Context: an optimization exercise on an open-source flow, tuned for small area, a short achievable clock period and few clock cycles. The choices shown serve that exercise and are no tape-out recipe.
At most, simulation tests tie the RTL to the original design; equivalence was not proved.

==> inputs of run P <==
## SM_2300_Task6_dijkstra
module SM_2300_Task6_dijkstra(
  input clk_50M,
  input rst,
  input go,
  input [5:0] src,
  input [5:0] dst,
  input [209:0] weights,
  output ready,
  output reg out_valid,
  output reg [5:0] out_node,
  output reg out_last,
  output reg [10:0] path_cost
);
==> flow/config.mk <==
export PLATFORM = sky130hd
export DESIGN_NAME = SM_2300_Task6_dijkstra
export DESIGN_NICKNAME = SM_2300_Task6_dijkstra
export VERILOG_FILES = /design/flow/design.v
export SDC_FILE = /design/flow/constraint.sdc
export NUM_CORES = 8
export LEC_CHECK = 0
export ABC_AREA = 1
export CAP_MARGIN = 20
export CORE_MARGIN = 2
export CORE_UTILIZATION = 40
export SLEW_MARGIN = 20
export SYNTH_MEMORY_MAX_BITS = 65536
==> flow/constraint.sdc <==
create_clock -name core_clock -period 80.0 [get_ports {clk_50M}]
set_input_delay 16.0000 -clock core_clock [delete_from_list [all_inputs] [get_ports {clk_50M}]]
set_output_delay 16.0000 -clock core_clock [all_outputs]
set_load 0.01 [all_outputs]
standard.sh (not shown) runs the stock make flow with config.mk's settings and CLKGATE_MAP_FILE= SYNTH_SCRIPT=/design/flow/synth_recipe.tcl, a recipe that flattens the netlist after the stock synthesis.
==> flow/flow/run.sh <==
#!/bin/bash
set -euo pipefail
bash standard.sh "BUFFER_PORTS_ARGS=-buffer_cell sky130_fd_sc_hd__buf_1" "CTS_ARGS=-sink_clustering_enable -repair_clock_nets -dont_use_dummy_load -buf_list sky130_fd_sc_hd__clkbuf_4 -root_buf sky130_fd_sc_hd__clkbuf_16" finish > make_finish.log 2>&1
==> run K (differences from run P) <==
--- a/flow/design.v
+++ b/flow/design.v
@@ -533,77 +533,56 @@
   out_node <= nxt;
   out_last <= wact & nlast;
   path_cost <= {3'b000, cost_w};
   wcur <= nxt;
   wdir <= ndir;
   wcost <= cost_w;
   wself <= 1'b0;
-  if (wact) begin
-    wpend <= 1'b0;
-    wact <= ~nlast;
-  end
   if (spend) begin
     scost <= cost_now;
     sdir <= ydir;
-    spend <= 1'b0;
+  end
+  spend <= to_slot;
+  if (wfree) begin
+    opar[0] <= sact ? spar[0] : pn0;
+    opar[1] <= sact ? spar[1] : pn1;
+    opar[2] <= sact ? spar[2] : pn2;
+    opar[3] <= sact ? spar[3] : pn3;
+    opar[4] <= sact ? spar[4] : pn4;
+    opar[5] <= sact ? spar[5] : pn5;
+    opar[6] <= sact ? spar[6] : pn6;
+    opar[7] <= sact ? spar[7] : pn7;
+    opar[8] <= sact ? spar[8] : pn8;
+    opar[9] <= sact ? spar[9] : pn9;
+    wcur <= sact ? scur : hcur;
+    wself <= sact ? sself : hself;
+    wdst <= sact ? sdst : dstr;
   end
   if (move) begin
-    opar[0] <= spar[0];
-    opar[1] <= spar[1];
-    opar[2] <= spar[2];
-    opar[3] <= spar[3];
-    opar[4] <= spar[4];
-    opar[5] <= spar[5];
-    opar[6] <= spar[6];
-    opar[7] <= spar[7];
-    opar[8] <= spar[8];
-    opar[9] <= spar[9];
-    wcur <= scur;
-    wself <= sself;
-    wdst <= sdst;
     wdir <= spend ? ydir : sdir;
     wcost <= spend ? cost_now : scost;
-    wpend <= 1'b0;
-    wact <= 1'b1;
-    sact <= 1'b0;
-  end
-  if (direct) begin
-    opar[0] <= pn0;
-    opar[1] <= pn1;
-    opar[2] <= pn2;
-    opar[3] <= pn3;
-    opar[4] <= pn4;
-    opar[5] <= pn5;
-    opar[6] <= pn6;
-    opar[7] <= pn7;
-    opar[8] <= pn8;
-    opar[9] <= pn9;
-    wcur <= hcur;
-    wself <= hself;
-    wdst <= dstr;
-    wpend <= 1'b1;
-    wact <= 1'b1;
   end
-  if (to_slot) begin
+  wpend <= direct;
+  wact <= (wact & ~nlast) | move | direct;
+  if (~sact | move) begin
     spar[0] <= pn0;
     spar[1] <= pn1;
     spar[2] <= pn2;
     spar[3] <= pn3;
     spar[4] <= pn4;
     spar[5] <= pn5;
     spar[6] <= pn6;
     spar[7] <= pn7;
     spar[8] <= pn8;
     spar[9] <= pn9;
     scur <= hcur;
     sself <= hself;
     sdst <= dstr;
-    spend <= 1'b1;
-    sact <= 1'b1;
   end
+  sact <= to_slot | (sact & ~move);
   if (handover) begin
     busy <= 1'b0;
     rdy <= 1'b1;
   end
   if (~busy & go) begin
     busy <= 1'b1;
     rdy <= 1'b0;
==> flow/flow/run.sh (replaced) <==
#!/bin/bash
set -euo pipefail
bash standard.sh "BUFFER_PORTS_ARGS=-buffer_cell sky130_fd_sc_hd__buf_1" "CTS_ARGS=-sink_clustering_enable -repair_clock_nets -dont_use_dummy_load -buf_list sky130_fd_sc_hd__clkbuf_4 -root_buf sky130_fd_sc_hd__clkbuf_16" "SETUP_SLACK_MARGIN=62.9" "PRE_FLOORPLAN_TCL=$PWD/flow/restructure.tcl" finish > make_finish.log 2>&1
==> flow/flow/restructure.tcl (new file) <==
# Area-oriented resynthesis of the combinational logic with OpenROAD's restructure (ABC),
# run at the start of the floorplan step through ORFS's PRE_FLOORPLAN_TCL hook. Registers
# are not touched. ABC maps onto a copy of the platform's liberty file without the cells
# the platform marks don't-use.
set src_lib [lindex $::env(LIB_FILES) 0]
set lib_ok $::env(RESULTS_DIR)/restructure_cells.lib
set patterns {}
foreach c $::env(DONT_USE_CELLS) { lappend patterns $c }
set in [open $src_lib r]
set out [open $lib_ok w]
set skip 0
set depth 0
while {[gets $in line] >= 0} {
  if {!$skip && [regexp {^\s*cell\s*\(\s*"?([A-Za-z0-9_]+)"?\s*\)} $line -> name]} {
    foreach p $patterns {
      if {[string match $p $name]} { set skip 1; set depth 0; break }
    }
  }
  if {$skip} {
    incr depth [regexp -all {\{} $line]
    incr depth [expr {-[regexp -all {\}} $line]}]
    if {$depth <= 0 && [regexp {\}} $line]} { set skip 0 }
    continue
  }
  puts $out $line
}
close $in
close $out
set_dont_use $::env(DONT_USE_CELLS)
file mkdir $::env(RESULTS_DIR)/rmp
restructure -target area -liberty_file $lib_ok \
  -tielo_port sky130_fd_sc_hd__conb_1/LO -tiehi_port sky130_fd_sc_hd__conb_1/HI \
  -work_dir $::env(RESULTS_DIR)/rmp -abc_logfile $::env(LOG_DIR)/restructure_abc.log
==> qor summary <==
                                                              run K        run P
Run status                                aborted with a tool error  timing/DRC/antenna clean
Stage where the flow stopped                              floorplan            -
Count of yosys warnings during synthesis                          5            5
Mean cell area of the mapped netlist                      7.23 um^2    7.18 um^2
Vertical die dimension                                       276 um       303 um
Effective utilization at floorplan                            40.4%        40.4%
Die width                                                    276 um       303 um
Row Count                                                        99          109
Netlist area before placement                           29,500 um^2  35,700 um^2
Post-synthesis cell count                                     4,085        4,980
Testbench counts of run K, summed over its fixed seeds: cycles 867.
Only the layout flow was run in run P; the RTL was not checked for function there.

[port drivers added, routing unchanged]
The flow's constraints put no driver on any port. The routed layout listed below was extracted and timed again, unchanged, in two steps.
Step 1, drivers: a clkbuf_16 drives clk_50M and a buf_2 each remaining input, both assumed.
Step 2, shift: input delay + t, output delay - t, t = (earliest + latest rising clock arrival at the registers) / 2. This alone moves slack from input paths to output paths.
Three values: ideal, step 1, step 2; two values: the first two.
run: run P
t, ns: 0.658
setup WS [ns]: 62.512 / 62.512 / 61.983
worst setup path at the end: input to register
cell pins on the clock port's net: 1
After both steps setup and hold are still met in run P. For run P, drivers alone change the setup slack by 0.000 ns; drivers and shift together by -0.529 ns.
